This is an optimization exercise on Yosys and OpenROAD, whose aim is small area and a short achievable clock period, not a production implementation.
In this exercise RTL edits were held to simulation tests only and were not proved equivalent to the original.
Power is estimated from default activity; no workload was simulated.

--- flow/flow/run.sh ---
#!/bin/bash
# The standard layout (standard.sh), with these changes to how it is made:
# - synthesis runs flow/synth.tcl: the standard flow's synthesis script, with ABC mapping
#   the logic for delay (flow/abc_delay.script);
# - Yosys does not map full/half adders to the library's fa/ha cells
#   (ADDER_MAP_FILE empty), so ABC maps that logic too;
# - port buffers are sky130_fd_sc_hd__buf_1, the smallest buffer.
export MY_FLOW_DIR=$PWD/flow
bash standard.sh "SYNTH_SCRIPT=$PWD/flow/synth.tcl" "ADDER_MAP_FILE=" \
  "BUFFER_PORTS_ARGS=-buffer_cell sky130_fd_sc_hd__buf_1" finish > standard.log 2>&1
--- flow/flow/abc_delay.script ---
&get -n
&st
&dch
&nf -D 1500
&put
buffer -c
topo
stime -c
upsize -c -D 1500
dnsize -c -D 1500
--- flow/flow/synth.tcl ---
# The standard flow's synthesis script (synth_recipe.tcl, which runs ORFS's synth.tcl) with
# one change: ABC maps the combinational logic with flow/abc_delay.script, a
# delay-driven script, instead of ORFS's abc_speed.script.  Registers are
# mapped before ABC runs and are not changed by it.
proc abc {args} {
  set i [lsearch -exact $args -script]
  if {$i >= 0} {
    set args [lreplace $args [expr {$i + 1}] [expr {$i + 1}] $::env(MY_FLOW_DIR)/abc_delay.script]
  }
  puts "flow/synth.tcl: abc $args"
  yosys abc {*}$args
}
source $::env(MY_FLOW_DIR)/../synth_recipe.tcl
--- flow/standard.sh ---
#!/bin/bash
# synth_recipe.tcl (not shown) runs the flow's synth.tcl, then flattens the netlist and writes it again
# the make line also repeats each setting of config.mk as NAME=value (left out here)
make -C /OpenROAD-flow-scripts/flow DESIGN_CONFIG=/design/flow/config.mk WORK_HOME=/design/flow/orfs CLKGATE_MAP_FILE= SYNTH_SCRIPT=/design/flow/synth_recipe.tcl "${@:-finish}"
--- flow/config.mk ---
export PLATFORM = sky130hd
export DESIGN_NAME = multiply_accumulate
export DESIGN_NICKNAME = multiply_accumulate
export VERILOG_FILES = /design/flow/design.v
export SDC_FILE = /design/flow/constraint.sdc
export NUM_CORES = 4
export LEC_CHECK = 0
export CAP_MARGIN = 20
export CORE_MARGIN = 2
export CORE_UTILIZATION = 70
export CTS_BUF_LIST = sky130_fd_sc_hd__clkbuf_8
export CTS_CLUSTER_DIAMETER = 60
export CTS_CLUSTER_SIZE = 15
export SETUP_SLACK_MARGIN = 2.2
export SLEW_MARGIN = 20
export TNS_END_PERCENT = 0
--- flow/constraint.sdc ---
create_clock -name core_clock -period 4.5 [get_ports {clk}]
set_input_delay 0.9000 -clock core_clock [delete_from_list [all_inputs] [get_ports {clk}]]
set_output_delay 0.9000 -clock core_clock [all_outputs]
set_load 0.01 [all_outputs]
--- flow/design.v ---
module multiplier_int(clk, a, one, two, neg, b, p);
  input clk;
  input [15:0] a;
  input [7:0] one, two, neg;
  input [15:0] b;
  output [31:0] p;
  reg [15:0] a_r;
  reg [7:0] one_r, two_r, neg_r;
  wire pp0_0;
  wire pp0_1;
  wire pp0_2;
  wire pp0_3;
  wire pp0_4;
  wire pp0_5;
  wire pp0_6;
  wire pp0_7;
  wire pp0_8;
  wire pp0_9;
  wire pp0_10;
  wire pp0_11;
  wire pp0_12;
  wire pp0_13;
  wire pp0_14;
  wire pp0_15;
  wire pp0_16;
  wire pp1_0;
  wire pp1_1;
  wire pp1_2;
  wire pp1_3;
  wire pp1_4;
  wire pp1_5;
  wire pp1_6;
  wire pp1_7;
  wire pp1_8;
  wire pp1_9;
  wire pp1_10;
  wire pp1_11;
  wire pp1_12;
  wire pp1_13;
  wire pp1_14;
  wire pp1_15;
  wire pp1_16;
  wire pp2_0;
  wire pp2_1;
  wire pp2_2;
  wire pp2_3;
  wire pp2_4;
  wire pp2_5;
  wire pp2_6;
  wire pp2_7;
  wire pp2_8;
  wire pp2_9;
  wire pp2_10;
  wire pp2_11;
  wire pp2_12;
  wire pp2_13;
  wire pp2_14;
  wire pp2_15;
  wire pp2_16;
  wire pp3_0;
  wire pp3_1;
  wire pp3_2;
  wire pp3_3;
  wire pp3_4;
  wire pp3_5;
  wire pp3_6;
  wire pp3_7;
  wire pp3_8;
  wire pp3_9;
  wire pp3_10;
  wire pp3_11;
  wire pp3_12;
  wire pp3_13;
  wire pp3_14;
  wire pp3_15;
  wire pp3_16;
  wire pp4_0;
  wire pp4_1;
  wire pp4_2;
  wire pp4_3;
  wire pp4_4;
  wire pp4_5;
  wire pp4_6;
  wire pp4_7;
  wire pp4_8;
  wire pp4_9;
  wire pp4_10;
  wire pp4_11;
  wire pp4_12;
  wire pp4_13;
  wire pp4_14;
  wire pp4_15;
  wire pp4_16;
  wire pp5_0;
  wire pp5_1;
  wire pp5_2;
  wire pp5_3;
  wire pp5_4;
  wire pp5_5;
  wire pp5_6;
  wire pp5_7;
  wire pp5_8;
  wire pp5_9;
  wire pp5_10;
  wire pp5_11;
  wire pp5_12;
  wire pp5_13;
  wire pp5_14;
  wire pp5_15;
  wire pp5_16;
  wire pp6_0;
  wire pp6_1;
  wire pp6_2;
  wire pp6_3;
  wire pp6_4;
  wire pp6_5;
  wire pp6_6;
  wire pp6_7;
  wire pp6_8;
  wire pp6_9;
  wire pp6_10;
  wire pp6_11;
  wire pp6_12;
  wire pp6_13;
  wire pp6_14;
  wire pp6_15;
  wire pp6_16;
  wire pp7_0;
  wire pp7_1;
  wire pp7_2;
  wire pp7_3;
  wire pp7_4;
  wire pp7_5;
  wire pp7_6;
  wire pp7_7;
  wire pp7_8;
  wire pp7_9;
  wire pp7_10;
  wire pp7_11;
  wire pp7_12;
  wire pp7_13;
  wire pp7_14;
  wire pp7_15;
  wire pp7_16;
  wire s1;
  wire c2;
  wire s3;
  wire c4;
  wire s5;
  wire c6;
  wire s7;
  wire c8;
  wire s9;
  wire c10;
  wire s11;
  wire c12;
  wire s13;
  wire c14;
  wire s15;
  wire c16;
  wire s17;
  wire c18;
  wire s19;
  wire c20;
  wire s21;
  wire c22;
  wire s23;
  wire c24;
  wire s25;
  wire c26;
  wire s27;
  wire c28;
  wire s29;
  wire c30;
  wire s31;
  wire c32;
  wire s33;
  wire c34;
  wire s35;
  wire c36;
  wire s37;
  wire c38;
  wire s39;
  wire c40;
  wire s41;
  wire c42;
  wire s43;
  wire c44;
  wire s45;
  wire c46;
  wire s47;
  wire c48;
  wire s49;
  wire c50;
  wire s51;
  wire c52;
  wire s53;
  wire c54;
  wire s55;
  wire c56;
  wire s57;
  wire c58;
  wire s59;
  wire c60;
  wire s61;
  wire c62;
  wire s63;
  wire c64;
  wire s65;
  wire c66;
  wire s67;
  wire c68;
  wire s69;
  wire c70;
  wire s71;
  wire c72;
  wire s73;
  wire c74;
  wire s75;
  wire c76;
  wire s77;
  wire c78;
  wire s79;
  wire c80;
  wire s81;
  wire c82;
  wire s83;
  wire c84;
  wire s85;
  wire c86;
  wire s87;
  wire c88;
  wire s89;
  wire c90;
  wire s91;
  wire c92;
  wire s93;
  wire c94;
  wire s95;
  wire c96;
  wire s97;
  wire c98;
  wire s99;
  wire c100;
  wire s101;
  wire c102;
  wire s103;
  wire c104;
  wire s105;
  wire c106;
  wire s107;
  wire c108;
  wire s109;
  wire c110;
  wire s111;
  wire c112;
  wire s113;
  wire c114;
  wire s115;
  wire c116;
  wire s117;
  wire c118;
  wire s119;
  wire c120;
  wire s121;
  wire c122;
  wire s123;
  wire c124;
  wire s125;
  wire c126;
  wire s127;
  wire c128;
  wire s129;
  wire c130;
  wire s131;
  wire c132;
  wire s133;
  wire c134;
  wire s135;
  wire c136;
  wire s137;
  wire c138;
  wire s139;
  wire c140;
  wire s141;
  wire c142;
  wire s143;
  wire c144;
  wire s145;
  wire c146;
  wire s147;
  wire c148;
  wire s149;
  wire c150;
  wire s151;
  wire c152;
  wire s153;
  wire c154;
  wire s155;
  wire c156;
  wire s157;
  wire c158;
  wire s159;
  wire c160;
  wire s161;
  wire c162;
  wire s163;
  wire c164;
  wire s165;
  wire c166;
  wire s167;
  wire c168;
  wire s169;
  wire c170;
  wire s171;
  wire c172;
  wire s173;
  wire c174;
  wire s175;
  wire c176;
  wire s177;
  wire c178;
  wire s179;
  wire c180;
  wire s181;
  wire c182;
  wire s183;
  wire c184;
  wire s185;
  wire c186;
  wire s187;
  wire c188;
  wire s189;
  wire c190;
  wire s191;
  wire c192;
  wire s193;
  wire c194;
  wire s195;
  wire c196;
  wire s197;
  wire c198;
  wire s199;
  wire c200;
  wire s201;
  wire c202;
  wire s203;
  wire c204;
  wire s205;
  wire c206;
  wire s207;
  wire c208;
  wire s209;
  wire c210;
  wire s211;
  wire c212;
  wire s213;
  wire c214;
  wire s215;
  wire c216;
  wire s217;
  wire c218;
  wire s219;
  wire c220;
  wire s221;
  wire c222;
  wire s223;
  wire c224;
  reg t1_0_0;
  reg t1_0_1;
  reg t1_1_0;
  reg t1_2_0;
  reg t1_3_0;
  reg t1_4_0;
  reg t1_4_1;
  reg t1_5_0;
  reg t1_5_1;
  reg t1_6_0;
  reg t1_6_1;
  reg t1_7_0;
  reg t1_7_1;
  reg t1_8_0;
  reg t1_8_1;
  reg t1_9_0;
  reg t1_9_1;
  reg t1_10_0;
  reg t1_10_1;
  reg t1_11_0;
  reg t1_11_1;
  reg t1_12_0;
  reg t1_12_1;
  reg t1_13_0;
  reg t1_13_1;
  reg t1_14_0;
  reg t1_14_1;
  reg t1_15_0;
  reg t1_15_1;
  reg t1_16_0;
  reg t1_16_1;
  reg t1_17_0;
  reg t1_17_1;
  reg t1_18_0;
  reg t1_18_1;
  reg t1_19_0;
  reg t1_19_1;
  reg t1_20_0;
  reg t1_20_1;
  reg t1_21_0;
  reg t1_21_1;
  reg t1_22_0;
  reg t1_22_1;
  reg t1_23_0;
  reg t1_23_1;
  reg t1_24_0;
  reg t1_24_1;
  reg t1_25_0;
  reg t1_25_1;
  reg t1_26_0;
  reg t1_26_1;
  reg t1_27_0;
  reg t1_27_1;
  reg t1_28_0;
  reg t1_28_1;
  reg t1_29_0;
  reg t1_30_0;
  reg t1_30_1;
  always @(posedge clk) begin
    a_r <= a;
    one_r <= one; two_r <= two; neg_r <= neg;
    t1_0_0 <= neg_r[0];
    t1_0_1 <= pp0_0;
    t1_1_0 <= pp0_1;
    t1_2_0 <= s169;
    t1_3_0 <= s171;
    t1_4_0 <= c172;
    t1_4_1 <= s173;
    t1_5_0 <= c174;
    t1_5_1 <= s175;
    t1_6_0 <= c176;
    t1_6_1 <= s177;
    t1_7_0 <= c178;
    t1_7_1 <= s179;
    t1_8_0 <= c180;
    t1_8_1 <= s181;
    t1_9_0 <= c182;
    t1_9_1 <= s183;
    t1_10_0 <= c184;
    t1_10_1 <= s185;
    t1_11_0 <= c186;
    t1_11_1 <= s187;
    t1_12_0 <= c188;
    t1_12_1 <= s189;
    t1_13_0 <= c190;
    t1_13_1 <= s191;
    t1_14_0 <= c192;
    t1_14_1 <= s193;
    t1_15_0 <= c194;
    t1_15_1 <= s195;
    t1_16_0 <= c196;
    t1_16_1 <= s197;
    t1_17_0 <= c198;
    t1_17_1 <= s199;
    t1_18_0 <= c200;
    t1_18_1 <= s201;
    t1_19_0 <= c202;
    t1_19_1 <= s203;
    t1_20_0 <= c204;
    t1_20_1 <= s205;
    t1_21_0 <= c206;
    t1_21_1 <= s207;
    t1_22_0 <= c208;
    t1_22_1 <= s209;
    t1_23_0 <= s211;
    t1_23_1 <= c210;
    t1_24_0 <= s213;
    t1_24_1 <= c212;
    t1_25_0 <= c214;
    t1_25_1 <= s215;
    t1_26_0 <= s217;
    t1_26_1 <= c216;
    t1_27_0 <= s219;
    t1_27_1 <= c218;
    t1_28_0 <= s221;
    t1_28_1 <= c220;
    t1_29_0 <= s223;
    t1_30_0 <= pp7_16;
    t1_30_1 <= c224;
  end
  assign pp0_0 = (one_r[0] & a_r[0]) ^ neg_r[0];
  assign pp0_1 = ((one_r[0] & a_r[1]) | (two_r[0] & a_r[0])) ^ neg_r[0];
  assign pp0_2 = ((one_r[0] & a_r[2]) | (two_r[0] & a_r[1])) ^ neg_r[0];
  assign pp0_3 = ((one_r[0] & a_r[3]) | (two_r[0] & a_r[2])) ^ neg_r[0];
  assign pp0_4 = ((one_r[0] & a_r[4]) | (two_r[0] & a_r[3])) ^ neg_r[0];
  assign pp0_5 = ((one_r[0] & a_r[5]) | (two_r[0] & a_r[4])) ^ neg_r[0];
  assign pp0_6 = ((one_r[0] & a_r[6]) | (two_r[0] & a_r[5])) ^ neg_r[0];
  assign pp0_7 = ((one_r[0] & a_r[7]) | (two_r[0] & a_r[6])) ^ neg_r[0];
  assign pp0_8 = ((one_r[0] & a_r[8]) | (two_r[0] & a_r[7])) ^ neg_r[0];
  assign pp0_9 = ((one_r[0] & a_r[9]) | (two_r[0] & a_r[8])) ^ neg_r[0];
  assign pp0_10 = ((one_r[0] & a_r[10]) | (two_r[0] & a_r[9])) ^ neg_r[0];
  assign pp0_11 = ((one_r[0] & a_r[11]) | (two_r[0] & a_r[10])) ^ neg_r[0];
  assign pp0_12 = ((one_r[0] & a_r[12]) | (two_r[0] & a_r[11])) ^ neg_r[0];
  assign pp0_13 = ((one_r[0] & a_r[13]) | (two_r[0] & a_r[12])) ^ neg_r[0];
  assign pp0_14 = ((one_r[0] & a_r[14]) | (two_r[0] & a_r[13])) ^ neg_r[0];
  assign pp0_15 = ((one_r[0] & a_r[15]) | (two_r[0] & a_r[14])) ^ neg_r[0];
  assign pp0_16 = ~(((one_r[0] & a_r[15]) | (two_r[0] & a_r[15])) ^ neg_r[0]);
  assign pp1_0 = (one_r[1] & a_r[0]) ^ neg_r[1];
  assign pp1_1 = ((one_r[1] & a_r[1]) | (two_r[1] & a_r[0])) ^ neg_r[1];
  assign pp1_2 = ((one_r[1] & a_r[2]) | (two_r[1] & a_r[1])) ^ neg_r[1];
  assign pp1_3 = ((one_r[1] & a_r[3]) | (two_r[1] & a_r[2])) ^ neg_r[1];
  assign pp1_4 = ((one_r[1] & a_r[4]) | (two_r[1] & a_r[3])) ^ neg_r[1];
  assign pp1_5 = ((one_r[1] & a_r[5]) | (two_r[1] & a_r[4])) ^ neg_r[1];
  assign pp1_6 = ((one_r[1] & a_r[6]) | (two_r[1] & a_r[5])) ^ neg_r[1];
  assign pp1_7 = ((one_r[1] & a_r[7]) | (two_r[1] & a_r[6])) ^ neg_r[1];
  assign pp1_8 = ((one_r[1] & a_r[8]) | (two_r[1] & a_r[7])) ^ neg_r[1];
  assign pp1_9 = ((one_r[1] & a_r[9]) | (two_r[1] & a_r[8])) ^ neg_r[1];
  assign pp1_10 = ((one_r[1] & a_r[10]) | (two_r[1] & a_r[9])) ^ neg_r[1];
  assign pp1_11 = ((one_r[1] & a_r[11]) | (two_r[1] & a_r[10])) ^ neg_r[1];
  assign pp1_12 = ((one_r[1] & a_r[12]) | (two_r[1] & a_r[11])) ^ neg_r[1];
  assign pp1_13 = ((one_r[1] & a_r[13]) | (two_r[1] & a_r[12])) ^ neg_r[1];
  assign pp1_14 = ((one_r[1] & a_r[14]) | (two_r[1] & a_r[13])) ^ neg_r[1];
  assign pp1_15 = ((one_r[1] & a_r[15]) | (two_r[1] & a_r[14])) ^ neg_r[1];
  assign pp1_16 = ~(((one_r[1] & a_r[15]) | (two_r[1] & a_r[15])) ^ neg_r[1]);
  assign pp2_0 = (one_r[2] & a_r[0]) ^ neg_r[2];
  assign pp2_1 = ((one_r[2] & a_r[1]) | (two_r[2] & a_r[0])) ^ neg_r[2];
  assign pp2_2 = ((one_r[2] & a_r[2]) | (two_r[2] & a_r[1])) ^ neg_r[2];
  assign pp2_3 = ((one_r[2] & a_r[3]) | (two_r[2] & a_r[2])) ^ neg_r[2];
  assign pp2_4 = ((one_r[2] & a_r[4]) | (two_r[2] & a_r[3])) ^ neg_r[2];
  assign pp2_5 = ((one_r[2] & a_r[5]) | (two_r[2] & a_r[4])) ^ neg_r[2];
  assign pp2_6 = ((one_r[2] & a_r[6]) | (two_r[2] & a_r[5])) ^ neg_r[2];
  assign pp2_7 = ((one_r[2] & a_r[7]) | (two_r[2] & a_r[6])) ^ neg_r[2];
  assign pp2_8 = ((one_r[2] & a_r[8]) | (two_r[2] & a_r[7])) ^ neg_r[2];
  assign pp2_9 = ((one_r[2] & a_r[9]) | (two_r[2] & a_r[8])) ^ neg_r[2];
  assign pp2_10 = ((one_r[2] & a_r[10]) | (two_r[2] & a_r[9])) ^ neg_r[2];
  assign pp2_11 = ((one_r[2] & a_r[11]) | (two_r[2] & a_r[10])) ^ neg_r[2];
  assign pp2_12 = ((one_r[2] & a_r[12]) | (two_r[2] & a_r[11])) ^ neg_r[2];
  assign pp2_13 = ((one_r[2] & a_r[13]) | (two_r[2] & a_r[12])) ^ neg_r[2];
  assign pp2_14 = ((one_r[2] & a_r[14]) | (two_r[2] & a_r[13])) ^ neg_r[2];
  assign pp2_15 = ((one_r[2] & a_r[15]) | (two_r[2] & a_r[14])) ^ neg_r[2];
  assign pp2_16 = ~(((one_r[2] & a_r[15]) | (two_r[2] & a_r[15])) ^ neg_r[2]);
  assign pp3_0 = (one_r[3] & a_r[0]) ^ neg_r[3];
  assign pp3_1 = ((one_r[3] & a_r[1]) | (two_r[3] & a_r[0])) ^ neg_r[3];
  assign pp3_2 = ((one_r[3] & a_r[2]) | (two_r[3] & a_r[1])) ^ neg_r[3];
  assign pp3_3 = ((one_r[3] & a_r[3]) | (two_r[3] & a_r[2])) ^ neg_r[3];
  assign pp3_4 = ((one_r[3] & a_r[4]) | (two_r[3] & a_r[3])) ^ neg_r[3];
  assign pp3_5 = ((one_r[3] & a_r[5]) | (two_r[3] & a_r[4])) ^ neg_r[3];
  assign pp3_6 = ((one_r[3] & a_r[6]) | (two_r[3] & a_r[5])) ^ neg_r[3];
  assign pp3_7 = ((one_r[3] & a_r[7]) | (two_r[3] & a_r[6])) ^ neg_r[3];
  assign pp3_8 = ((one_r[3] & a_r[8]) | (two_r[3] & a_r[7])) ^ neg_r[3];
  assign pp3_9 = ((one_r[3] & a_r[9]) | (two_r[3] & a_r[8])) ^ neg_r[3];
  assign pp3_10 = ((one_r[3] & a_r[10]) | (two_r[3] & a_r[9])) ^ neg_r[3];
  assign pp3_11 = ((one_r[3] & a_r[11]) | (two_r[3] & a_r[10])) ^ neg_r[3];
  assign pp3_12 = ((one_r[3] & a_r[12]) | (two_r[3] & a_r[11])) ^ neg_r[3];
  assign pp3_13 = ((one_r[3] & a_r[13]) | (two_r[3] & a_r[12])) ^ neg_r[3];
  assign pp3_14 = ((one_r[3] & a_r[14]) | (two_r[3] & a_r[13])) ^ neg_r[3];
  assign pp3_15 = ((one_r[3] & a_r[15]) | (two_r[3] & a_r[14])) ^ neg_r[3];
  assign pp3_16 = ~(((one_r[3] & a_r[15]) | (two_r[3] & a_r[15])) ^ neg_r[3]);
  assign pp4_0 = (one_r[4] & a_r[0]) ^ neg_r[4];
  assign pp4_1 = ((one_r[4] & a_r[1]) | (two_r[4] & a_r[0])) ^ neg_r[4];
  assign pp4_2 = ((one_r[4] & a_r[2]) | (two_r[4] & a_r[1])) ^ neg_r[4];
  assign pp4_3 = ((one_r[4] & a_r[3]) | (two_r[4] & a_r[2])) ^ neg_r[4];
  assign pp4_4 = ((one_r[4] & a_r[4]) | (two_r[4] & a_r[3])) ^ neg_r[4];
  assign pp4_5 = ((one_r[4] & a_r[5]) | (two_r[4] & a_r[4])) ^ neg_r[4];
  assign pp4_6 = ((one_r[4] & a_r[6]) | (two_r[4] & a_r[5])) ^ neg_r[4];
  assign pp4_7 = ((one_r[4] & a_r[7]) | (two_r[4] & a_r[6])) ^ neg_r[4];
  assign pp4_8 = ((one_r[4] & a_r[8]) | (two_r[4] & a_r[7])) ^ neg_r[4];
  assign pp4_9 = ((one_r[4] & a_r[9]) | (two_r[4] & a_r[8])) ^ neg_r[4];
  assign pp4_10 = ((one_r[4] & a_r[10]) | (two_r[4] & a_r[9])) ^ neg_r[4];
  assign pp4_11 = ((one_r[4] & a_r[11]) | (two_r[4] & a_r[10])) ^ neg_r[4];
  assign pp4_12 = ((one_r[4] & a_r[12]) | (two_r[4] & a_r[11])) ^ neg_r[4];
  assign pp4_13 = ((one_r[4] & a_r[13]) | (two_r[4] & a_r[12])) ^ neg_r[4];
  assign pp4_14 = ((one_r[4] & a_r[14]) | (two_r[4] & a_r[13])) ^ neg_r[4];
  assign pp4_15 = ((one_r[4] & a_r[15]) | (two_r[4] & a_r[14])) ^ neg_r[4];
  assign pp4_16 = ~(((one_r[4] & a_r[15]) | (two_r[4] & a_r[15])) ^ neg_r[4]);
  assign pp5_0 = (one_r[5] & a_r[0]) ^ neg_r[5];
  assign pp5_1 = ((one_r[5] & a_r[1]) | (two_r[5] & a_r[0])) ^ neg_r[5];
  assign pp5_2 = ((one_r[5] & a_r[2]) | (two_r[5] & a_r[1])) ^ neg_r[5];
  assign pp5_3 = ((one_r[5] & a_r[3]) | (two_r[5] & a_r[2])) ^ neg_r[5];
  assign pp5_4 = ((one_r[5] & a_r[4]) | (two_r[5] & a_r[3])) ^ neg_r[5];
  assign pp5_5 = ((one_r[5] & a_r[5]) | (two_r[5] & a_r[4])) ^ neg_r[5];
  assign pp5_6 = ((one_r[5] & a_r[6]) | (two_r[5] & a_r[5])) ^ neg_r[5];
  assign pp5_7 = ((one_r[5] & a_r[7]) | (two_r[5] & a_r[6])) ^ neg_r[5];
  assign pp5_8 = ((one_r[5] & a_r[8]) | (two_r[5] & a_r[7])) ^ neg_r[5];
  assign pp5_9 = ((one_r[5] & a_r[9]) | (two_r[5] & a_r[8])) ^ neg_r[5];
  assign pp5_10 = ((one_r[5] & a_r[10]) | (two_r[5] & a_r[9])) ^ neg_r[5];
  assign pp5_11 = ((one_r[5] & a_r[11]) | (two_r[5] & a_r[10])) ^ neg_r[5];
  assign pp5_12 = ((one_r[5] & a_r[12]) | (two_r[5] & a_r[11])) ^ neg_r[5];
  assign pp5_13 = ((one_r[5] & a_r[13]) | (two_r[5] & a_r[12])) ^ neg_r[5];
  assign pp5_14 = ((one_r[5] & a_r[14]) | (two_r[5] & a_r[13])) ^ neg_r[5];
  assign pp5_15 = ((one_r[5] & a_r[15]) | (two_r[5] & a_r[14])) ^ neg_r[5];
  assign pp5_16 = ~(((one_r[5] & a_r[15]) | (two_r[5] & a_r[15])) ^ neg_r[5]);
  assign pp6_0 = (one_r[6] & a_r[0]) ^ neg_r[6];
  assign pp6_1 = ((one_r[6] & a_r[1]) | (two_r[6] & a_r[0])) ^ neg_r[6];
  assign pp6_2 = ((one_r[6] & a_r[2]) | (two_r[6] & a_r[1])) ^ neg_r[6];
  assign pp6_3 = ((one_r[6] & a_r[3]) | (two_r[6] & a_r[2])) ^ neg_r[6];
  assign pp6_4 = ((one_r[6] & a_r[4]) | (two_r[6] & a_r[3])) ^ neg_r[6];
  assign pp6_5 = ((one_r[6] & a_r[5]) | (two_r[6] & a_r[4])) ^ neg_r[6];
  assign pp6_6 = ((one_r[6] & a_r[6]) | (two_r[6] & a_r[5])) ^ neg_r[6];
  assign pp6_7 = ((one_r[6] & a_r[7]) | (two_r[6] & a_r[6])) ^ neg_r[6];
  assign pp6_8 = ((one_r[6] & a_r[8]) | (two_r[6] & a_r[7])) ^ neg_r[6];
  assign pp6_9 = ((one_r[6] & a_r[9]) | (two_r[6] & a_r[8])) ^ neg_r[6];
  assign pp6_10 = ((one_r[6] & a_r[10]) | (two_r[6] & a_r[9])) ^ neg_r[6];
  assign pp6_11 = ((one_r[6] & a_r[11]) | (two_r[6] & a_r[10])) ^ neg_r[6];
  assign pp6_12 = ((one_r[6] & a_r[12]) | (two_r[6] & a_r[11])) ^ neg_r[6];
  assign pp6_13 = ((one_r[6] & a_r[13]) | (two_r[6] & a_r[12])) ^ neg_r[6];
  assign pp6_14 = ((one_r[6] & a_r[14]) | (two_r[6] & a_r[13])) ^ neg_r[6];
  assign pp6_15 = ((one_r[6] & a_r[15]) | (two_r[6] & a_r[14])) ^ neg_r[6];
  assign pp6_16 = ~(((one_r[6] & a_r[15]) | (two_r[6] & a_r[15])) ^ neg_r[6]);
  assign pp7_0 = (one_r[7] & a_r[0]) ^ neg_r[7];
  assign pp7_1 = ((one_r[7] & a_r[1]) | (two_r[7] & a_r[0])) ^ neg_r[7];
  assign pp7_2 = ((one_r[7] & a_r[2]) | (two_r[7] & a_r[1])) ^ neg_r[7];
  assign pp7_3 = ((one_r[7] & a_r[3]) | (two_r[7] & a_r[2])) ^ neg_r[7];
  assign pp7_4 = ((one_r[7] & a_r[4]) | (two_r[7] & a_r[3])) ^ neg_r[7];
  assign pp7_5 = ((one_r[7] & a_r[5]) | (two_r[7] & a_r[4])) ^ neg_r[7];
  assign pp7_6 = ((one_r[7] & a_r[6]) | (two_r[7] & a_r[5])) ^ neg_r[7];
  assign pp7_7 = ((one_r[7] & a_r[7]) | (two_r[7] & a_r[6])) ^ neg_r[7];
  assign pp7_8 = ((one_r[7] & a_r[8]) | (two_r[7] & a_r[7])) ^ neg_r[7];
  assign pp7_9 = ((one_r[7] & a_r[9]) | (two_r[7] & a_r[8])) ^ neg_r[7];
  assign pp7_10 = ((one_r[7] & a_r[10]) | (two_r[7] & a_r[9])) ^ neg_r[7];
  assign pp7_11 = ((one_r[7] & a_r[11]) | (two_r[7] & a_r[10])) ^ neg_r[7];
  assign pp7_12 = ((one_r[7] & a_r[12]) | (two_r[7] & a_r[11])) ^ neg_r[7];
  assign pp7_13 = ((one_r[7] & a_r[13]) | (two_r[7] & a_r[12])) ^ neg_r[7];
  assign pp7_14 = ((one_r[7] & a_r[14]) | (two_r[7] & a_r[13])) ^ neg_r[7];
  assign pp7_15 = ((one_r[7] & a_r[15]) | (two_r[7] & a_r[14])) ^ neg_r[7];
  assign pp7_16 = ~(((one_r[7] & a_r[15]) | (two_r[7] & a_r[15])) ^ neg_r[7]);
  assign s1 = neg_r[5] ^ pp0_10;
  assign c2 = neg_r[5] & pp0_10;
  assign s3 = pp0_11 ^ pp1_9;
  assign c4 = pp0_11 & pp1_9;
  assign s5 = neg_r[6] ^ pp0_12 ^ pp1_10;
  assign c6 = (neg_r[6] & pp0_12) | (neg_r[6] & pp1_10) | (pp0_12 & pp1_10);
  assign s7 = pp2_8 ^ pp3_6;
  assign c8 = pp2_8 & pp3_6;
  assign s9 = pp0_13 ^ pp1_11 ^ pp2_9;
  assign c10 = (pp0_13 & pp1_11) | (pp0_13 & pp2_9) | (pp1_11 & pp2_9);
  assign s11 = pp3_7 ^ pp4_5;
  assign c12 = pp3_7 & pp4_5;
  assign s13 = neg_r[7] ^ pp0_14 ^ pp1_12;
  assign c14 = (neg_r[7] & pp0_14) | (neg_r[7] & pp1_12) | (pp0_14 & pp1_12);
  assign s15 = pp2_10 ^ pp3_8 ^ pp4_6;
  assign c16 = (pp2_10 & pp3_8) | (pp2_10 & pp4_6) | (pp3_8 & pp4_6);
  assign s17 = pp5_4 ^ pp6_2;
  assign c18 = pp5_4 & pp6_2;
  assign s19 = pp0_15 ^ pp1_13 ^ pp2_11;
  assign c20 = (pp0_15 & pp1_13) | (pp0_15 & pp2_11) | (pp1_13 & pp2_11);
  assign s21 = pp3_9 ^ pp4_7 ^ pp5_5;
  assign c22 = (pp3_9 & pp4_7) | (pp3_9 & pp5_5) | (pp4_7 & pp5_5);
  assign s23 = pp6_3 ^ pp7_1;
  assign c24 = pp6_3 & pp7_1;
  assign s25 = 1'b1 ^ pp0_16 ^ pp1_14;
  assign c26 = (1'b1 & pp0_16) | (1'b1 & pp1_14) | (pp0_16 & pp1_14);
  assign s27 = pp2_12 ^ pp3_10 ^ pp4_8;
  assign c28 = (pp2_12 & pp3_10) | (pp2_12 & pp4_8) | (pp3_10 & pp4_8);
  assign s29 = pp5_6 ^ pp6_4 ^ pp7_2;
  assign c30 = (pp5_6 & pp6_4) | (pp5_6 & pp7_2) | (pp6_4 & pp7_2);
  assign s31 = 1'b1 ^ pp1_15 ^ pp2_13;
  assign c32 = (1'b1 & pp1_15) | (1'b1 & pp2_13) | (pp1_15 & pp2_13);
  assign s33 = pp3_11 ^ pp4_9 ^ pp5_7;
  assign c34 = (pp3_11 & pp4_9) | (pp3_11 & pp5_7) | (pp4_9 & pp5_7);
  assign s35 = pp6_5 ^ pp7_3;
  assign c36 = pp6_5 & pp7_3;
  assign s37 = pp1_16 ^ pp2_14 ^ pp3_12;
  assign c38 = (pp1_16 & pp2_14) | (pp1_16 & pp3_12) | (pp2_14 & pp3_12);
  assign s39 = pp4_10 ^ pp5_8 ^ pp6_6;
  assign c40 = (pp4_10 & pp5_8) | (pp4_10 & pp6_6) | (pp5_8 & pp6_6);
  assign s41 = 1'b1 ^ pp2_15 ^ pp3_13;
  assign c42 = (1'b1 & pp2_15) | (1'b1 & pp3_13) | (pp2_15 & pp3_13);
  assign s43 = pp4_11 ^ pp5_9;
  assign c44 = pp4_11 & pp5_9;
  assign s45 = pp2_16 ^ pp3_14 ^ pp4_12;
  assign c46 = (pp2_16 & pp3_14) | (pp2_16 & pp4_12) | (pp3_14 & pp4_12);
  assign s47 = 1'b1 ^ pp3_15;
  assign c48 = 1'b1 & pp3_15;
  assign s49 = neg_r[3] ^ pp0_6;
  assign c50 = neg_r[3] & pp0_6;
  assign s51 = pp0_7 ^ pp1_5;
  assign c52 = pp0_7 & pp1_5;
  assign s53 = neg_r[4] ^ pp0_8 ^ pp1_6;
  assign c54 = (neg_r[4] & pp0_8) | (neg_r[4] & pp1_6) | (pp0_8 & pp1_6);
  assign s55 = pp2_4 ^ pp3_2;
  assign c56 = pp2_4 & pp3_2;
  assign s57 = pp0_9 ^ pp1_7 ^ pp2_5;
  assign c58 = (pp0_9 & pp1_7) | (pp0_9 & pp2_5) | (pp1_7 & pp2_5);
  assign s59 = pp3_3 ^ pp4_1;
  assign c60 = pp3_3 & pp4_1;
  assign s61 = pp1_8 ^ pp2_6 ^ pp3_4;
  assign c62 = (pp1_8 & pp2_6) | (pp1_8 & pp3_4) | (pp2_6 & pp3_4);
  assign s63 = pp4_2 ^ pp5_0 ^ s1;
  assign c64 = (pp4_2 & pp5_0) | (pp4_2 & s1) | (pp5_0 & s1);
  assign s65 = pp2_7 ^ pp3_5 ^ pp4_3;
  assign c66 = (pp2_7 & pp3_5) | (pp2_7 & pp4_3) | (pp3_5 & pp4_3);
  assign s67 = pp5_1 ^ c2 ^ s3;
  assign c68 = (pp5_1 & c2) | (pp5_1 & s3) | (c2 & s3);
  assign s69 = pp4_4 ^ pp5_2 ^ pp6_0;
  assign c70 = (pp4_4 & pp5_2) | (pp4_4 & pp6_0) | (pp5_2 & pp6_0);
  assign s71 = c4 ^ s7 ^ s5;
  assign c72 = (c4 & s7) | (c4 & s5) | (s7 & s5);
  assign s73 = pp5_3 ^ pp6_1 ^ c8;
  assign c74 = (pp5_3 & pp6_1) | (pp5_3 & c8) | (pp6_1 & c8);
  assign s75 = s11 ^ c6 ^ s9;
  assign c76 = (s11 & c6) | (s11 & s9) | (c6 & s9);
  assign s77 = pp7_0 ^ c12 ^ s17;
  assign c78 = (pp7_0 & c12) | (pp7_0 & s17) | (c12 & s17);
  assign s79 = c10 ^ s13 ^ s15;
  assign c80 = (c10 & s13) | (c10 & s15) | (s13 & s15);
  assign s81 = c18 ^ s23 ^ c14;
  assign c82 = (c18 & s23) | (c18 & c14) | (s23 & c14);
  assign s83 = c16 ^ s19 ^ s21;
  assign c84 = (c16 & s19) | (c16 & s21) | (s19 & s21);
  assign s85 = c24 ^ c20 ^ c22;
  assign c86 = (c24 & c20) | (c24 & c22) | (c20 & c22);
  assign s87 = s25 ^ s27 ^ s29;
  assign c88 = (s25 & s27) | (s25 & s29) | (s27 & s29);
  assign s89 = s35 ^ c26 ^ c28;
  assign c90 = (s35 & c26) | (s35 & c28) | (c26 & c28);
  assign s91 = c30 ^ s31 ^ s33;
  assign c92 = (c30 & s31) | (c30 & s33) | (s31 & s33);
  assign s93 = pp7_4 ^ c36 ^ c32;
  assign c94 = (pp7_4 & c36) | (pp7_4 & c32) | (c36 & c32);
  assign s95 = c34 ^ s37 ^ s39;
  assign c96 = (c34 & s37) | (c34 & s39) | (s37 & s39);
  assign s97 = pp6_7 ^ pp7_5 ^ s43;
  assign c98 = (pp6_7 & pp7_5) | (pp6_7 & s43) | (pp7_5 & s43);
  assign s99 = c38 ^ c40 ^ s41;
  assign c100 = (c38 & c40) | (c38 & s41) | (c40 & s41);
  assign s101 = pp5_10 ^ pp6_8 ^ pp7_6;
  assign c102 = (pp5_10 & pp6_8) | (pp5_10 & pp7_6) | (pp6_8 & pp7_6);
  assign s103 = c44 ^ c42 ^ s45;
  assign c104 = (c44 & c42) | (c44 & s45) | (c42 & s45);
  assign s105 = pp4_13 ^ pp5_11 ^ pp6_9;
  assign c106 = (pp4_13 & pp5_11) | (pp4_13 & pp6_9) | (pp5_11 & pp6_9);
  assign s107 = pp7_7 ^ s47 ^ c46;
  assign c108 = (pp7_7 & s47) | (pp7_7 & c46) | (s47 & c46);
  assign s109 = pp3_16 ^ pp4_14 ^ pp5_12;
  assign c110 = (pp3_16 & pp4_14) | (pp3_16 & pp5_12) | (pp4_14 & pp5_12);
  assign s111 = pp6_10 ^ pp7_8 ^ c48;
  assign c112 = (pp6_10 & pp7_8) | (pp6_10 & c48) | (pp7_8 & c48);
  assign s113 = 1'b1 ^ pp4_15 ^ pp5_13;
  assign c114 = (1'b1 & pp4_15) | (1'b1 & pp5_13) | (pp4_15 & pp5_13);
  assign s115 = pp6_11 ^ pp7_9;
  assign c116 = pp6_11 & pp7_9;
  assign s117 = pp4_16 ^ pp5_14 ^ pp6_12;
  assign c118 = (pp4_16 & pp5_14) | (pp4_16 & pp6_12) | (pp5_14 & pp6_12);
  assign s119 = 1'b1 ^ pp5_15;
  assign c120 = 1'b1 & pp5_15;
  assign s121 = neg_r[2] ^ pp0_4;
  assign c122 = neg_r[2] & pp0_4;
  assign s123 = pp0_5 ^ pp1_3;
  assign c124 = pp0_5 & pp1_3;
  assign s125 = pp1_4 ^ pp2_2 ^ pp3_0;
  assign c126 = (pp1_4 & pp2_2) | (pp1_4 & pp3_0) | (pp2_2 & pp3_0);
  assign s127 = pp2_3 ^ pp3_1 ^ c50;
  assign c128 = (pp2_3 & pp3_1) | (pp2_3 & c50) | (pp3_1 & c50);
  assign s129 = pp4_0 ^ c52 ^ s55;
  assign c130 = (pp4_0 & c52) | (pp4_0 & s55) | (c52 & s55);
  assign s131 = c56 ^ s59 ^ c54;
  assign c132 = (c56 & s59) | (c56 & c54) | (s59 & c54);
  assign s133 = c60 ^ c58 ^ s61;
  assign c134 = (c60 & c58) | (c60 & s61) | (c58 & s61);
  assign s135 = c62 ^ s65 ^ c64;
  assign c136 = (c62 & s65) | (c62 & c64) | (s65 & c64);
  assign s137 = c66 ^ s69 ^ c68;
  assign c138 = (c66 & s69) | (c66 & c68) | (s69 & c68);
  assign s139 = c70 ^ s73 ^ c72;
  assign c140 = (c70 & s73) | (c70 & c72) | (s73 & c72);
  assign s141 = c74 ^ s77 ^ c76;
  assign c142 = (c74 & s77) | (c74 & c76) | (s77 & c76);
  assign s143 = c78 ^ c80 ^ s81;
  assign c144 = (c78 & c80) | (c78 & s81) | (c80 & s81);
  assign s145 = c82 ^ c84 ^ s85;
  assign c146 = (c82 & c84) | (c82 & s85) | (c84 & s85);
  assign s147 = c86 ^ c88 ^ s89;
  assign c148 = (c86 & c88) | (c86 & s89) | (c88 & s89);
  assign s149 = c90 ^ c92 ^ s93;
  assign c150 = (c90 & c92) | (c90 & s93) | (c92 & s93);
  assign s151 = c94 ^ s97 ^ c96;
  assign c152 = (c94 & s97) | (c94 & c96) | (s97 & c96);
  assign s153 = s101 ^ c98 ^ c100;
  assign c154 = (s101 & c98) | (s101 & c100) | (c98 & c100);
  assign s155 = c102 ^ s105 ^ c104;
  assign c156 = (c102 & s105) | (c102 & c104) | (s105 & c104);
  assign s157 = c106 ^ s109 ^ s111;
  assign c158 = (c106 & s109) | (c106 & s111) | (s109 & s111);
  assign s159 = s115 ^ c110 ^ s113;
  assign c160 = (s115 & c110) | (s115 & s113) | (c110 & s113);
  assign s161 = pp7_10 ^ c116 ^ c114;
  assign c162 = (pp7_10 & c116) | (pp7_10 & c114) | (c116 & c114);
  assign s163 = pp6_13 ^ pp7_11 ^ s119;
  assign c164 = (pp6_13 & pp7_11) | (pp6_13 & s119) | (pp7_11 & s119);
  assign s165 = pp5_16 ^ pp6_14 ^ pp7_12;
  assign c166 = (pp5_16 & pp6_14) | (pp5_16 & pp7_12) | (pp6_14 & pp7_12);
  assign s167 = 1'b1 ^ pp6_15;
  assign c168 = 1'b1 & pp6_15;
  assign s169 = neg_r[1] ^ pp0_2 ^ pp1_0;
  assign c170 = (neg_r[1] & pp0_2) | (neg_r[1] & pp1_0) | (pp0_2 & pp1_0);
  assign s171 = pp0_3 ^ pp1_1 ^ c170;
  assign c172 = (pp0_3 & pp1_1) | (pp0_3 & c170) | (pp1_1 & c170);
  assign s173 = pp1_2 ^ pp2_0 ^ s121;
  assign c174 = (pp1_2 & pp2_0) | (pp1_2 & s121) | (pp2_0 & s121);
  assign s175 = pp2_1 ^ c122 ^ s123;
  assign c176 = (pp2_1 & c122) | (pp2_1 & s123) | (c122 & s123);
  assign s177 = c124 ^ s49 ^ s125;
  assign c178 = (c124 & s49) | (c124 & s125) | (s49 & s125);
  assign s179 = s51 ^ c126 ^ s127;
  assign c180 = (s51 & c126) | (s51 & s127) | (c126 & s127);
  assign s181 = s53 ^ c128 ^ s129;
  assign c182 = (s53 & c128) | (s53 & s129) | (c128 & s129);
  assign s183 = s57 ^ c130 ^ s131;
  assign c184 = (s57 & c130) | (s57 & s131) | (c130 & s131);
  assign s185 = c132 ^ s63 ^ s133;
  assign c186 = (c132 & s63) | (c132 & s133) | (s63 & s133);
  assign s187 = s67 ^ c134 ^ s135;
  assign c188 = (s67 & c134) | (s67 & s135) | (c134 & s135);
  assign s189 = s71 ^ c136 ^ s137;
  assign c190 = (s71 & c136) | (s71 & s137) | (c136 & s137);
  assign s191 = s75 ^ c138 ^ s139;
  assign c192 = (s75 & c138) | (s75 & s139) | (c138 & s139);
  assign s193 = s79 ^ c140 ^ s141;
  assign c194 = (s79 & c140) | (s79 & s141) | (c140 & s141);
  assign s195 = s83 ^ c142 ^ s143;
  assign c196 = (s83 & c142) | (s83 & s143) | (c142 & s143);
  assign s197 = s87 ^ c144 ^ s145;
  assign c198 = (s87 & c144) | (s87 & s145) | (c144 & s145);
  assign s199 = s91 ^ c146 ^ s147;
  assign c200 = (s91 & c146) | (s91 & s147) | (c146 & s147);
  assign s201 = s95 ^ c148 ^ s149;
  assign c202 = (s95 & c148) | (s95 & s149) | (c148 & s149);
  assign s203 = s99 ^ c150 ^ s151;
  assign c204 = (s99 & c150) | (s99 & s151) | (c150 & s151);
  assign s205 = s103 ^ c152 ^ s153;
  assign c206 = (s103 & c152) | (s103 & s153) | (c152 & s153);
  assign s207 = s107 ^ c154 ^ s155;
  assign c208 = (s107 & c154) | (s107 & s155) | (c154 & s155);
  assign s209 = c108 ^ s157 ^ c156;
  assign c210 = (c108 & s157) | (c108 & c156) | (s157 & c156);
  assign s211 = c112 ^ s159 ^ c158;
  assign c212 = (c112 & s159) | (c112 & c158) | (s159 & c158);
  assign s213 = s117 ^ c160 ^ s161;
  assign c214 = (s117 & c160) | (s117 & s161) | (c160 & s161);
  assign s215 = c118 ^ c162 ^ s163;
  assign c216 = (c118 & c162) | (c118 & s163) | (c162 & s163);
  assign s217 = c120 ^ s165 ^ c164;
  assign c218 = (c120 & s165) | (c120 & c164) | (s165 & c164);
  assign s219 = pp7_13 ^ s167 ^ c166;
  assign c220 = (pp7_13 & s167) | (pp7_13 & c166) | (s167 & c166);
  assign s221 = pp6_16 ^ pp7_14 ^ c168;
  assign c222 = (pp6_16 & pp7_14) | (pp6_16 & c168) | (pp7_14 & c168);
  assign s223 = 1'b1 ^ pp7_15 ^ c222;
  assign c224 = (1'b1 & pp7_15) | (1'b1 & c222) | (pp7_15 & c222);
  wire [31:0] rowA = {1'b1, t1_30_0, t1_29_0, t1_28_0, t1_27_0, t1_26_0, t1_25_0, t1_24_0, t1_23_0, t1_22_0, t1_21_0, t1_20_0, t1_19_0, t1_18_0, t1_17_0, t1_16_0, t1_15_0, t1_14_0, t1_13_0, t1_12_0, t1_11_0, t1_10_0, t1_9_0, t1_8_0, t1_7_0, t1_6_0, t1_5_0, t1_4_0, t1_3_0, t1_2_0, t1_1_0, t1_0_0};
  wire [31:0] rowB = {1'b0, t1_30_1, 1'b0, t1_28_1, t1_27_1, t1_26_1, t1_25_1, t1_24_1, t1_23_1, t1_22_1, t1_21_1, t1_20_1, t1_19_1, t1_18_1, t1_17_1, t1_16_1, t1_15_1, t1_14_1, t1_13_1, t1_12_1, t1_11_1, t1_10_1, t1_9_1, t1_8_1, t1_7_1, t1_6_1, t1_5_1, t1_4_1, 1'b0, 1'b0, 1'b0, t1_0_1};
  assign p = rowA + rowB;
endmodule
module multiply_accumulate(
  clk,
  aresetn,
  reset,
  data,
  multi,
  result,
  overflow
);
  parameter I_OPP_W = 16;
  parameter O_OPP_W = 2 * I_OPP_W;
  input clk;
  input aresetn;
  input reset;
  input [I_OPP_W - 1:0] data;
  input [I_OPP_W - 1:0] multi;
  output reg [O_OPP_W - 1:0] result;
  output reg overflow;
  wire [16:0] bx = {multi, 1'b0};
  wire [7:0] one, two, neg;
  genvar g;
  generate for (g = 0; g < 8; g = g + 1) begin : enc
    assign one[g] = bx[2*g+1] ^ bx[2*g];
    assign two[g] = (bx[2*g+2] & ~bx[2*g+1] & ~bx[2*g]) | (~bx[2*g+2] & bx[2*g+1] & bx[2*g]);
    assign neg[g] = bx[2*g+2];
  end endgenerate
  wire [31:0] prod;
  multiplier_int u0(.clk(clk), .a(data), .one(one), .two(two), .neg(neg), .b(multi), .p(prod));
  localparam ND = 15;
  reg [30:0] pd [0:ND-2];
  integer i;
  always @(posedge clk) begin
    pd[0] <= prod[30:0];
    for (i = 1; i < ND - 1; i = i + 1)
      pd[i] <= pd[i-1];
  end
  wire [30:0] pp = pd[ND-2];
  wire [31:0] pfull = {pp[30] & (|pp[29:0]), pp};
  reg [4:0] cnt;
  reg [31:0] q;
  always @(posedge clk, negedge aresetn) begin
    if (aresetn == 0) begin
      cnt <= 0;
      q <= 0;
    end else begin
      if (cnt != 5'd16)
        cnt <= cnt + 5'd1;
      q <= (cnt == 5'd16) ? pfull : 32'd0;
    end
  end
  always @(posedge clk, negedge aresetn) begin
    if (aresetn == 0) begin
      result <= 0;
      overflow <= 0;
    end else if (reset == 1) begin
      result <= 0;
      overflow <= 0;
    end else begin
      result <= result + q;
      overflow <= result[O_OPP_W - 1] ^ q[31];
    end
  end
endmodule
==> out/results.ini, run 1 <==
[run_status]
status=timing/DRC/antenna clean

[setup_path]
critPathMaxFanout=4
arrival_ps=3000
cp.required_ps=4990
slowest_delay_ps=550
startpoint_type=flip-flop
cp-end-kind=flip-flop
path_class=flip-flop to flip-flop
crit_family=compound AO/OA/AOI/OAI gates
cp_cell_sequence=xnor2_1 -> o21ai_0 -> a21oi_1 -> o21ai_2 -> a41oi_2 -> o21ai_1 -> xnor2_1
cp_slowest_cell=xnor2_1
path_buf_inv=0
crit_top_cell=xnor2_1

[yosys]
ys_ff_latch=602
synth_area_leaders=dfxtp_1, xnor2_1, dfrtp_1, a22oi_1, xor2_1
synth_nets=1972
synth.distinct_cells=55
synthCells=1937
synth_top_area_cell=dfxtp_1
ys_warn_count=3
syn_avg_cell_area_um2=11.2
ys_seq_area_share_pct=57.4
synth_top_area_share_pct=49.3
syn_area_um2=21600

[placement]
gp_congestion=0.949
port_buffers=67
dp_hpwl_um=29000

[power]
p_per_area_nw_per_um2=812
p_leak_nw=9.58
power_mw=19.8
vdd_ir_drop_max_uv=381

[job]
max_cap_viol_count=0

[sta]
setup_viol=0
clock.fmax_mhz=398
relSlewSlack_pct=40.2
tightest_slew_ps=897
clock-skew-final_ps=25.0
tns_ps=0
period_share_pct=55.8
hold_viol_final=0
rsz0062_at_grt=true
finalMaxSlewViolations=0
timing.final.crit_period_ps=2510

[global_route]
grt_max_degree=40
antenna_found_initial=0
grt_pass1_wl_um=68800
grt.overflow.total=0
grt_pass1_vias=13800
grt_usage_pct=26.1

[drt]
drt_pre_antenna_iters=5
avgViaCountPerCell=5.63
drt_iter0_markers=979
drc=0
wire_per_inst_um=18.0
via_count=13900
wl_um=44300
ant_nets=0

[finish]
antenna_cells=0
drive_above_1_share_pct=16.6
final_nets=2090
syn_to_final_growth_pct=12.6

[clock_network]
root_buffer=clkbuf_8
cts_hold_buf=0
h-tree-depth=2
cts_buffers=48
insertion_delay_ps=610
clk_pin_slew_ps=100
cts_num_sinks=602
ctsLongestPathBuffers=3
cts_tree=done

[floorplan]
die_w_um=180
core-area_um2=30500
dieArea_um2=32300
rows=64
die_h_um=180
io_pins=68
start_util_pct=70.9

[min_path]
min_path_type=flip-flop to flip-flop

-- flip-flops by register name (all words and copies together), names as in the netlist, 5 cells and up --
name	flops
pd	434
q	32
result	32
u0.a_r	16
u0.neg_r	8
u0.one_r	8
u0.two_r	8
cnt	5
-- synth_stat cells (all sizes together) --
library cell / number
nand3: 11
maj3: 57
nor4: 20
o21ai: 98
and4: 1
xor3: 3
dfrtp: 70
nand2: 142
buf: 66
dfxtp: 532
or3: 1
clkbuf: 17
a31oi: 7
xor2: 98
nor2b: 7
o211ai: 5
inv: 14
nand4: 6
xnor2: 320
a21boi: 4
o31ai: 2
mux2i: 1
a21o: 3
a211oi: 6
a2111oi: 1
o211a: 1
o21bai: 1
o31a: 1
or2: 5
a221oi: 2
nor2: 139
and2: 45
a21oi: 74
o21a: 19
a31o: 1
nand2b: 5
a22oi: 125
nand3b: 1
o221ai: 2
and3: 3
xnor3: 5
a41oi: 5
nor3: 10
nand4b: 1
-- cell families after synthesis --
| logic type | Yosys count | share of synthesized area [%] |
|---|---|---|
| XOR/XNOR | 426 | 18.2 |
| multiplexers | 1 | 0.0463 |
| buffers and inverters | 97 | 2.48 |
| AO/OA/AOI/OAI | 357 | 11.0 |
| adder cells (fa/ha/maj) | 57 | 2.77 |
| AND/OR/NAND/NOR | 397 | 8.14 |
| flip-flops | 602 | 57.4 |
-- final cells by class --
class | instances | area [µm²]
Sequential cell | 602 | 12500
Clock buffer | 51 | 702
Multi-Input combinational cell | 1238 | 9460
Fill cell | 1771 | 6160
Timing Repair Buffer | 151 | 978
Tap cell | 396 | 495
Clock inverter | 16 | 124
Inverter | 14 | 52.6
-- placed cells by master (no fill, tap or decap), drive strengths merged, types with 4 or more instances in the layout --
master	synthesis	final
nor4	20	20
dfrtp	70	70
nand4	6	6
a21oi	74	74
inv	14	27
a211oi	6	6
a21boi	4	4
a22oi	125	125
dfxtp	532	532
xnor2	320	320
nand2	142	142
o211ai	5	5
a31oi	7	7
o21a	19	19
buf	66	151
a41oi	5	5
nor2b	7	7
o21ai	98	98
nor3	10	10
maj3	57	57
nor2	139	139
xor2	98	98
nand2b	5	5
xnor3	5	5
and2	45	45
nand3	11	11
clkbuf	17	51
or2	5	5
-- layer usage --
metal | wire, µm | part of all wire, % | up-vias | track usage (%)
met3 | 2000 | 4.5 | 147 | 3.48
li1 | - | - | 6705 | -
met4 | 1840 | 4.1 | 0 | 10.9
met2 | 23100 | 52 | 469 | 48.1
met1 | 17400 | 39 | 6578 | 30.6
met5 | 0 | 0 | - | 0
-- through the flow --
step	setup WS (ps)	cell area, µm²	hold WS, ps	cells	utilization, %
floorplan	2190	21600	310	1937	-
global placement	1650	22000	310	2327	72.0
detailed placement	1590	22000	312	2327	72.0
CTS	2120	23600	318	2429	77.4
global route	1960	24300	319	2468	79.8
finish	1990	24300	316	2468	79.8
-- power breakdown --
| part | leakage, nW | total [mW] | internal, mW | switching [mW] |
|---|---|---|---|---|
| registers | 5.36 | 9.10 | 7.90 | 1.20 |
| clock network | 0.458 | 2.75 | 1.11 | 1.64 |
| logic | 3.76 | 7.93 | 3.42 | 4.51 |
-- repair_timing --
action	4_1_cts	5_1_grt
resized for setup	137	79
buffers inserted	35	39
pin swaps	20	42
endpoints found under the setup margin	63	51
cloned	0	0
hold endpoints to repair	0	0
-- path summary, 6_finish.rpt --
path                       cells past startpoint  startpoint  slack [ps]        end
hold reg to reg                                0   pd[1][14]         320  pd[2][14]
setup / recovery                               7  u0.t1_11_0        1990  pd[0][26]
max in group asynchronous                      2     aresetn        3160      q[31]
setup reg to reg                               7  u0.t1_11_0        1990  pd[0][26]
hold / removal                                 0   pd[1][14]         320  pd[2][14]
min in group asynchronous                      1     aresetn         350  result[4]
==> run 2: changes to the inputs <==
--- a/flow/config.mk
+++ b/flow/config.mk
@@ -9,3 +9,3 @@
 export CORE_MARGIN = 2
-export CORE_UTILIZATION = 70
+export CORE_UTILIZATION = 65
 export CTS_BUF_LIST = sky130_fd_sc_hd__clkbuf_8
==> out/results.ini, run 2 <==
[finish]
nFillCells=2231
antenna_cells=0
reg_top3=pd x434, q x32, result x32
final_nets=2080
seqCellArea_um2=12500
multiInputGateArea_um2=9420
top_register=pd
drive_above_1_share_pct=15.8
mostFrequentLayoutCells=dfxtp_1, xnor2_1, nand2_1
syn_to_final_growth_pct=12.3
final_common_cell=dfxtp_1
final_cells=2504
largest_register_ffs=434

[clock_network]
ctsLongestPathBuffers=3
clk_pin_slew_ps=90
cts_num_sinks=602
cts_buffers=48
cts_tree=done
h-tree-depth=2
root_buffer=clkbuf_8
insertion_delay_ps=610
cts_hold_buf=0

[yosys]
synth_nets=1972
syn_avg_cell_area_um2=11.2
synthCells=1937
synth_top_family_by_area=XOR/XNOR gates
synth_xor_area_share_pct=18.2
ys.flop_type=dfxtp_1
ys_ff_latch=602
synth_top_area_cell=dfxtp_1
synthAdderAreaFrac_pct=2.77
syn_area_um2=21600
synth_common_cells=dfxtp_1, xnor2_1, nand2_1, nor2_1, a22oi_1
ys_seq_area_share_pct=57.4
synth.distinct_cells=55
ys_async_sr_fraction_pct=11.6
synth_area_leaders=dfxtp_1, xnor2_1, dfrtp_1, a22oi_1, xor2_1
synth_edf_count=0
synth_top_area_share_pct=49.3
synth_compound_area_share_pct=11.0
yosys.cell_count.top_type=dfxtp_1
synth-simple-area-share_pct=8.14
synthMuxAreaShare_pct=0.0463
ys_warn_count=3

[sta]
period_share_pct=54.5
fin_ws_ps=2050
tightest_slew_ps=933
clock.fmax_mhz=407
rsz0062_at_grt=true
timing.final.crit_period_ps=2450
clock-skew-final_ps=19.2
finalMaxSlewViolations=0
relSlewSlack_pct=37.8
hold_viol_final=0
setup_viol=0
tns_ps=0

[global_route]
antenna_found_initial=0
grt_pass1_vias=13600
grt.overflow.total=0
grt_max_degree=46
grt_pass1_wl_um=66000
grt_usage_pct=23.3

[power]
seq_power_share_pct=47.2
intPower_mw=12.3
p_per_area_nw_per_um2=784
vdd_ir_drop_max_uv=353
p_leak_nw=9.46
power_frac_clock_pct=14.1
combPwrFrac_pct=38.7
swShare_pct=35.5
power_switching_mw=6.76

[drt]
drt_iter0_markers=669
wl_met3_um=2010
wl_met1_um=16500
avgViaCountPerCell=5.46
ant_nets=0
wire_per_inst_um=16.5
routed.top_layer=met4
via_count=13700
drc=0
met2WireLength_um=21200
wl_um=41200
drt_pre_antenna_iters=5

[placement]
port_buffers=67
place_ws_ps=1570
dp_cells=2371
dp_hpwl_um=28300
gp_congestion=0.946

[setup_path]
path_class=flip-flop to flip-flop
startpoint_type=flip-flop
cp-end-kind=flip-flop
cp.required_ps=4980
critPathMaxFanout=5
arrival_ps=2940

[floorplan]
io_pins=68
dieArea_um2=34700
die_w_um=186
core-area_um2=32600
rows=66
die_h_um=186
start_util_pct=66.3

[run_status]
status=timing/DRC/antenna clean

[job]
max_cap_viol_count=0

[min_path]
min_path_type=input pin to asynchronous set/reset pin

-- run 2: cell types whose count changed in the layout (fill, tap and decap cells not counted), moves of 4 or more --
cell | before | now
xnor2_1 | 270 | 279
a22oi_1 | 105 | 101
a22oi_2 | 16 | 20
nor2_1 | 128 | 134
xnor2_2 | 42 | 30
buf_4 | 72 | 63
nor2_2 | 11 | 4
-- run 2: layout make-up --
class                      instances  share of cell area [%]
clock buffer                      49                    2.78
clock inverter                    18                   0.577
inverter                          14                   0.216
multi-input combinational       1238                    38.8
sequential                       602                    51.7
tap                              442                    2.28
timing repair buffer             141                    3.64
-- run 2: stage by stage --
stage	hold WS [ps]	power, mW	utilization, %	area (µm²)
5_1_grt	283	20.3	74.4	24300
2_1_floorplan	310	13.8	-	21600
3_3_place_gp	310	15.1	67.5	22000
6_report	277	19.0	74.4	24300
3_5_place_dp	312	15.4	67.5	22000
4_1_cts	312	18.4	71.7	23400
-- run 2: final timing paths --
kind / from / end / slack (ps) / depth (start not counted)
hold / removal: aresetn / result[4] / 280 / 1
setup / recovery: u0.t1_1_0 / pd[0][26] / 2050 / 8
setup reg to reg: u0.t1_1_0 / pd[0][26] / 2050 / 8
min in group core_clock: pd[1][2] / pd[2][2] / 320 / 0
hold reg to reg: pd[1][2] / pd[2][2] / 320 / 0
max in group asynchronous: aresetn / q[27] / 3470 / 2
-- run 2: kinds of logic after synthesis --
family                     count (synthesis)
adders and majority gates                 57
DFF                                      602
muxes                                      1
AOI/OAI and AO/OA                        357
and+or+nand+nor                          397
buffers and inverters                     97
xor gates and xnor gates                 426
-- run 2: critical path, cell delays in order, from the launching register on --
cell	delay, ps
dfxtp_1	340
and4_2	300
a31oi_2	350
a21oi_2	150
a31oi_2	290
o21ai_2	150
a41oi_1	410
o21ai_0	170
xnor2_1	160
-- run 2: layer usage --
metal / GRT usage (%) / up-vias
li1: - / 6691
met1: 27.1 / 6482
met2: 43.2 / 392
met3: 3.23 / 119
met4: 9.05 / 0
met5: 0 / -
-- run 2: repair_timing --
| action | in CTS | in global routing |
|---|---|---|
| buffers inserted | 21 | 45 |
| endpoints found under the setup margin | 64 | 63 |
| gates resized for setup | 109 | 104 |
| hold endpoints to repair | 0 | 0 |
| pin swaps | 9 | 41 |
-- run 2: power groups by stage --
stage               registers, mW  logic (mW)  clock network (mW)
floorplan                    8.65        5.20                   0
global placement             8.85        6.20                   0
detailed placement           9.04        6.34                   0
CTS                          8.96        6.71                2.78
global route                 9.24        8.07                3.00
finish                       8.98        7.36                2.68
==> run 3: changes to the inputs <==
--- a/flow/config.mk
+++ b/flow/config.mk
@@ -13,3 +13,3 @@
 export CTS_CLUSTER_SIZE = 15
-export SETUP_SLACK_MARGIN = 2.2
+export SETUP_SLACK_MARGIN = 3.0
 export SLEW_MARGIN = 20
==> out/results.ini, run 3 <==
[run_status]
status=timing/DRC/antenna clean

[yosys]
ys_seq_area_share_pct=57.4
synth_nets=1972
ys_warn_count=3
ys.flop_type=dfxtp_1
synth.distinct_cells=55
ys_async_sr_fraction_pct=11.6
synth_edf_count=0
synth_common_cells=dfxtp_1, xnor2_1, nand2_1, nor2_1, a22oi_1
synth_top_area_cell=dfxtp_1
yosys.cell_count.top_type=dfxtp_1
synth_area_leaders=dfxtp_1, xnor2_1, dfrtp_1, a22oi_1, xor2_1
syn_avg_cell_area_um2=11.2
synthCells=1937
syn_area_um2=21600
ys_ff_latch=602
synth_top_area_share_pct=49.3

[drt]
wl_um=41000
avgViaCountPerCell=5.46
via_count=13700
wl_met1_um=16600
wl_met3_um=1950
drc=0
drt_iter0_markers=640
drt_pre_antenna_iters=6
wire_per_inst_um=16.4
ant_nets=0
met2WireLength_um=21100
routed.top_layer=met4

[finish]
final_nets=2081
seqCellArea_um2=12500
final_common_cell=dfxtp_1
drive_above_1_share_pct=14.9
syn_to_final_growth_pct=11.6
reg_top3=pd x434, q x32, result x32
mostFrequentLayoutCells=dfxtp_1, xnor2_1, nand2_1
largest_register_ffs=434
antenna_cells=0
multiInputGateArea_um2=9270
top_register=pd
nFillCells=2242

[sta]
tightest_slew_ps=929
rsz0062_at_grt=true
period_share_pct=54.3
relSlewSlack_pct=38.1
timing.final.crit_period_ps=2440
hold_viol_final=0
setup_viol=0
tns_ps=0
finalMaxSlewViolations=0
hold_ws_ps=278
clock-skew-final_ps=16.7
clock.fmax_mhz=409
fin_ws_ps=2060

[clock_network]
cts_buffers=48
cts_num_sinks=602
clk_pin_slew_ps=90
h-tree-depth=2
root_buffer=clkbuf_8
insertion_delay_ps=610
cts_tree=done
ctsLongestPathBuffers=3

[setup_path]
startpoint_type=flip-flop
critPathMaxFanout=12
cp_slowest_cell=dfxtp_4
timing.rr.end=u0.t1_18_1
ff2ff_setup_slack_ps=2060
critical_path.startpoint=u0.neg_r[2]
arrival_ps=2950
path_class=flip-flop to flip-flop
slowest_delay_ps=460
cp-end-kind=flip-flop
r2r-start=u0.neg_r[2]
cp_cell_sequence=buf_4 -> xnor2_1 -> xor3_1 -> maj3_2 -> maj3_2 -> xor2_1 -> xnor2_1
worstRegToRegCells=7
cp.required_ps=5000

[global_route]
grt_pass1_vias=13800
grt_usage_pct=23.5
antenna_found_initial=0
grt_max_degree=46
grt_pass1_wl_um=66700
grt.overflow.total=0

[placement]
gp_congestion=0.946
port_buffers=67
dp_hpwl_um=28300
place_ws_ps=1570

[floorplan]
die_h_um=186
dieArea_um2=34700
core-area_um2=32600
rows=66
io_pins=68
start_util_pct=66.3
die_w_um=186

[job]
max_cap_viol_count=0

[power]
p_per_area_nw_per_um2=783
p_leak_nw=9.43
vdd_ir_drop_max_uv=353

[min_path]
min_path_type=input pin to asynchronous set/reset pin

==> run 3: cell counts after synthesis <==
No cell type changed its count.
==> run 3: kinds of logic after synthesis <==
group | synth area share, %
AOI/OAI and AO/OA | 11.0
DFF | 57.4
xor gates and xnor gates | 18.2
and+or+nand+nor | 8.14
buffers and inverters | 2.48
muxes | 0.0463
adders and majority gates | 2.77
==> run 3: worst max path at each step <==
stage | endpoint | slack, ps | cells past startpoint
2_1_floorplan | u0.t1_18_1 | 2190 | 8
3_3_place_gp | u0.t1_18_1 | 1630 | 7
3_5_place_dp | u0.t1_21_1 | 1570 | 8
4_1_cts | result[28] | 2090 | 8
5_1_grt | pd[0][27] | 1890 | 9
6_report | u0.t1_18_1 | 2060 | 7
==> run 3: area by class of cell <==
cell class	instances	share of cell area [%]
inverter	14	0.218
clock buffer	49	2.79
timing repair buffer	142	3.73
multi-input combinational	1238	38.4
tap	442	2.29
sequential	602	52.0
clock inverter	18	0.581
==> run 3: power by group <==
group / leakage, nW / internal [mW] / total (mW) / switching [mW]
registers: 5.36 / 7.89 / 8.94 / 1.05
logic: 3.61 / 3.22 / 7.27 / 4.05
clock network: 0.458 / 1.08 / 2.68 / 1.60
total: 9.43 / 12.2 / 18.9 / 6.70
==> run 3: worst max-delay path: cells and delay by family (launching register included) <==
kind	cells	cell delay, ps
flip-flops	1	460
XOR/XNOR	4	930
buffers and inverters	1	240
adder cells (fa/ha/maj)	2	700
==> run 3: per-stage QoR <==
step	area, µm²	util (%)	total power, mW	std cells
finish	24100	74.0	18.9	2505
global placement	22000	67.5	15.1	2371
floorplan	21600	-	13.8	1937
CTS	23700	72.6	18.6	2485
global route	24100	74.0	20.2	2505
detailed placement	22000	67.5	15.4	2371
==> run 3: what timing repair did <==
item / CTS / global route
setup buffers: 47 / 20
gates resized for setup: 128 / 56
pin swaps: 14 / 33
hold buffers: 0 / 0
setup endpoints to repair: 174 / 177
==> run 3: layer usage <==
metal,GRT usage (%),vias up
met4,9.29,0
met3,3.29,112
li1,-,6698
met2,43.5,398
met5,0,-
met1,27.4,6481

static timing again, ports no longer ideal:
How much do the figures lean on ideal ports? The routed layouts below were timed once more, with nothing changed but the port constraints. Step 1, drivers: a clkbuf_16 drives clk and a buf_2 each remaining input, both assumed. Step 2 moves the port delays by t, midway between the first and last clock arrival at a register: inputs arrive t later, outputs are due t later. That takes back most of the time a late clock gives input paths. Three values: ideal, step 1, step 2; two values: the first two.
run	t (ns)	setup WS [ns]	worst setup path at the end	slew at the worst register clock pin (ns)	cell pins on the clock port's net
run 1	0.645	1.990 / 1.990 / 1.990	register to register	0.10 / 0.10	1
run 2	0.653	2.045 / 2.045 / 2.045	register to register	0.10 / 0.10	1
run 3	0.645	2.055 / 2.055 / 2.055	register to register	0.10 / 0.10	1
After both steps setup and hold are still met in every run listed.
